Context: an optimization exercise on an open-source flow, tuned for small area. The choices shown serve that exercise and are no tape-out recipe.
Power and IR drop assume default switching activity.

Setup of quartz:
// top_multi_sensor_lcd_uart
module top_multi_sensor_lcd_uart (
    input  wire        clk,
    input  wire        reset,        
    output wire        I2C_SCLK,
    input  wire        i2c_sda_in,
    output wire        i2c_sda_out,
    output wire        i2c_sda_oe,
    output wire        rs,
    output wire        rw,
    output wire        enable,
    output wire [7:0]  data,
    output wire        uart_tx_pin
);
For scale: about 18 I/O pins, roughly 0.0092 mm2 of cells after synthesis.
clock: 20.0 ns
lec_check: 0
cap_margin: 20
core_margin: 2
core_utilization: 65
cts_buf_list: sky130_fd_sc_hd__clkbuf_4 sky130_fd_sc_hd__clkbuf_8
cts_cluster_diameter: 60
cts_cluster_size: 20
hold_slack_margin: 0
place_density: 0.8
slew_margin: 20
standard.sh (not shown) runs the stock make flow with config.mk's settings and CLKGATE_MAP_FILE= SYNTH_SCRIPT=/design/flow/synth_recipe.tcl, a recipe that flattens the netlist after the stock synthesis.
==> flow/flow/run.sh <==
#!/bin/bash
# Own flow: the standard synthesis, then the combinational logic between
# the registers is mapped again by ABC with an area-oriented script (every
# register instance, its name and its cell type are kept), then the standard flow's
# standard layout steps from the synthesized netlist on.
set -euo pipefail
W=$PWD
R=$W/orfs/results/$FLOW_PLATFORM/top_multi_sensor_lcd_uart/base
LIB=$FLOW_HOME/platforms/$FLOW_PLATFORM/lib/sky130_fd_sc_hd__tt_025C_1v80.lib
YOSYS=$FLOW_HOME/../tools/install/yosys/bin/yosys
[ -x "$YOSYS" ] || YOSYS=yosys

bash standard.sh synth > log_synth_standard.txt 2>&1
cp "$R/1_2_yosys.v" netlist_standard.v

python3 flow/split_lib.py "$LIB" lib_seq.lib lib_comb.lib > log_split_lib.txt 2>&1

cat > resynth.ys <<YS
read_liberty -lib lib_seq.lib
read_liberty -ignore_miss_func lib_comb.lib
read_verilog netlist_standard.v
hierarchy -top $FLOW_TOP
flatten
opt -purge
abc -liberty $LIB -script $W/flow/resynth.abc -dont_use sky130_fd_sc_hd__lpflow_* -dont_use sky130_fd_sc_hd__probe*
opt_clean -purge
splitnets
opt_clean -purge
hilomap -singleton -hicell sky130_fd_sc_hd__conb_1 HI -locell sky130_fd_sc_hd__conb_1 LO
insbuf -buf sky130_fd_sc_hd__buf_4 A X
opt_clean -purge
tee -o resynth_stat.txt stat -liberty $LIB
write_verilog -noattr -noexpr -nohex -nodec netlist_resynth.v
YS
"$YOSYS" -q resynth.ys > log_resynth.txt 2>&1

cp netlist_resynth.v "$R/1_2_yosys.v"
rm -f "$R/1_synth.odb" "$R/1_synth.sdc"
# port buffers: the smallest buffer cell; clock tree without dummy loads
export BUFFER_PORTS_ARGS="-buffer_cell sky130_fd_sc_hd__buf_1"
export CTS_ARGS="-sink_clustering_enable -repair_clock_nets -sink_clustering_size 20 -sink_clustering_max_diameter 60 -buf_list {sky130_fd_sc_hd__clkbuf_4 sky130_fd_sc_hd__clkbuf_8} -dont_use_dummy_load"
bash standard.sh finish > log_finish.txt 2>&1
Other scripts of this flow, unchanged in this note and not shown: flow/flow/resynth.abc, flow/flow/split_lib.py
## Diff of input files: umber against quartz
Settings: CORE_UTILIZATION now 40, was 65; PLACE_DENSITY no longer set, was 0.8.
### Flow results
- umber -> quartz: total leakage power flat
- umber against quartz: post-route standard cell area excluding fillers grew by 140 um2; weighted congestion at the end of routability-driven global placement held steady; first-iteration DRC count grew by 2.5%.
- Between quartz and umber, the difference in switching share of total power is negligible.
- The die of umber is larger than the one used in quartz.
- Delta (umber minus quartz): power shows no meaningful change; met3 wire length now sits lower.
Input-level comparison between sierra and umber:
--- a/flow/flow/run.sh
+++ b/flow/flow/run.sh
@@ -41 +41 @@
-export CTS_ARGS="-sink_clustering_enable -repair_clock_nets -sink_clustering_size 20 -sink_clustering_max_diameter 60 -buf_list {sky130_fd_sc_hd__clkbuf_4 sky130_fd_sc_hd__clkbuf_8} -dont_use_dummy_load"
+export CTS_ARGS="-sink_clustering_enable -repair_clock_nets -sink_clustering_size 30 -sink_clustering_max_diameter 80 -buf_list {sky130_fd_sc_hd__clkbuf_8 sky130_fd_sc_hd__clkbuf_16} -dont_use_dummy_load"
==> results.txt <==
Fmax: sierra above umber. sierra went all the way through synthesis, placement and routing and the layout is clean on timing, DRC and antenna. Against umber, sierra reports a slew at the pin closest to its max-slew limit that is lower. The combinational power share of sierra and that of umber are within noise of each other. Summary — relative contribution of the clock network to total power, sierra relative to umber: higher, by 8.2 points. From sierra to umber, standard cell area after detailed placement did not move at all. Final wirelength for sierra is higher than for umber. Sequential share of layout area: sierra and umber compared, lower one is sierra.
No functional check of the RTL was part of any run of this note.

* * *

Starting RTL as in the previous note.
make LEC_CHECK=0 CAP_MARGIN=20 CORE_MARGIN=2 CORE_UTILIZATION=40 CTS_BUF_LIST='sky130_fd_sc_hd__clkbuf_4 sky130_fd_sc_hd__clkbuf_8' CTS_CLUSTER_DIAMETER=60 CTS_CLUSTER_SIZE=20 HOLD_SLACK_MARGIN=0 SLEW_MARGIN=20 finish   # period 20.0 ns
run.sh (not shown) runs the stock make flow with config.mk's settings and CLKGATE_MAP_FILE= SYNTH_SCRIPT=/design/flow/synth_recipe.tcl, a recipe that flattens the netlist after the stock synthesis.
Stock flow here: none of the scripts above is used.
Next try:
==> flow/flow/run.sh (new file) <==
#!/bin/bash
# Own flow: the standard synthesis, then the combinational logic between
# the registers is mapped again by ABC with an area-oriented script (every
# register instance, its name and its cell type are kept), then the standard flow's
# standard layout steps from the synthesized netlist on.
set -euo pipefail
W=$PWD
R=$W/orfs/results/$FLOW_PLATFORM/top_multi_sensor_lcd_uart/base
LIB=$FLOW_HOME/platforms/$FLOW_PLATFORM/lib/sky130_fd_sc_hd__tt_025C_1v80.lib
YOSYS=$FLOW_HOME/../tools/install/yosys/bin/yosys
[ -x "$YOSYS" ] || YOSYS=yosys

bash standard.sh synth > log_synth_standard.txt 2>&1
cp "$R/1_2_yosys.v" netlist_standard.v

python3 flow/split_lib.py "$LIB" lib_seq.lib lib_comb.lib > log_split_lib.txt 2>&1

cat > resynth.ys <<YS
read_liberty -lib lib_seq.lib
read_liberty -ignore_miss_func lib_comb.lib
read_verilog netlist_standard.v
hierarchy -top $FLOW_TOP
flatten
opt -purge
abc -liberty $LIB -script $W/flow/resynth.abc -dont_use sky130_fd_sc_hd__lpflow_* -dont_use sky130_fd_sc_hd__probe*
opt_clean -purge
splitnets
opt_clean -purge
hilomap -singleton -hicell sky130_fd_sc_hd__conb_1 HI -locell sky130_fd_sc_hd__conb_1 LO
insbuf -buf sky130_fd_sc_hd__buf_4 A X
opt_clean -purge
tee -o resynth_stat.txt stat -liberty $LIB
write_verilog -noattr -noexpr -nohex -nodec netlist_resynth.v
YS
"$YOSYS" -q resynth.ys > log_resynth.txt 2>&1

cp netlist_resynth.v "$R/1_2_yosys.v"
rm -f "$R/1_synth.odb" "$R/1_synth.sdc"
bash standard.sh finish > log_finish.txt 2>&1
==> flow/flow/resynth.abc (new file) <==
strash
dch
balance
rewrite
refactor
balance
rewrite
rewrite -z
balance
refactor -z
rewrite -z
balance
dch
amap
==> flow/flow/split_lib.py (new file) <==
#!/usr/bin/env python3
"""Split a Liberty file into its sequential cells and its combinational cells."""
import re, sys
lib = open(sys.argv[1]).read()
idx = [m.start() for m in re.finditer(r'\n\s*cell\s*\(', lib)]
head = lib[:idx[0]]
cells = [lib[s:(idx[i + 1] if i + 1 < len(idx) else len(lib))] for i, s in enumerate(idx)]
last = cells[-1]
cells[-1] = last[:last.rstrip().rfind('}')]
seq = [c for c in cells if re.search(r'\n\s*(ff|latch|statetable)\s*\(', c)]
comb = [c for c in cells if not re.search(r'\n\s*(ff|latch|statetable)\s*\(', c)]
open(sys.argv[2], 'w').write(head + ''.join(seq) + '\n}\n')
open(sys.argv[3], 'w').write(head + ''.join(comb) + '\n}\n')
print(len(seq), 'sequential,', len(comb), 'combinational cells')
==> flow/standard.sh (new file) <==
#!/bin/bash
# synth_recipe.tcl (not shown) runs the flow's synth.tcl, then flattens the netlist and writes it again
# the make line also repeats each setting of config.mk as NAME=value (left out here)
make -C /OpenROAD-flow-scripts/flow DESIGN_CONFIG=/design/flow/config.mk WORK_HOME=/design/flow/orfs CLKGATE_MAP_FILE= SYNTH_SCRIPT=/design/flow/synth_recipe.tcl "${@:-finish}"
removed: flow/run.sh
Effect:
- power climbs by 1.8%
- final area goes down by 14%
- sequential power is about the same
No run of this note included a check of the RTL's function; only the layout flow was run.

-- port drivers added, routing unchanged --
Ports are ideal in the flow. The routed layouts listed here were re-timed in OpenROAD.
Step 1 sets driving cells, clkbuf_16 on the clock port and buf_2 on the other inputs (assumed; they add their load-dependent delay and slew).
Step 2, shift: input delay + t, output delay - t, t = (earliest + latest rising clock arrival at the registers) / 2. This alone moves slack from input paths to output paths.
Slacks: ideal ports / drivers / drivers and shift; pairs: ideal ports / drivers.
| run | shift t [ns] | setup WS [ns] | slew at the worst register clock pin (ns) | worst data-port slew with drivers (ns) |
|---|---|---|---|---|
| quartz | 0.499 | 12.918 / 12.878 / 13.377 | 0.11 / 0.11 | 0.03 |
| umber | 0.494 | 12.936 / 12.892 / 13.386 | 0.12 / 0.12 | 0.03 |
| sierra | 0.474 | 12.976 / 12.926 / 13.399 | 0.08 / 0.08 | 0.03 |
| the first run of note 2 | 0.502 | 12.399 / 12.355 / 12.857 | 0.12 / 0.12 | 0.03 |
| the second run of note 2 | 0.508 | 12.585 / 12.543 / 13.051 | 0.12 / 0.12 | 0.03 |
After both steps every run listed still meets setup and hold.
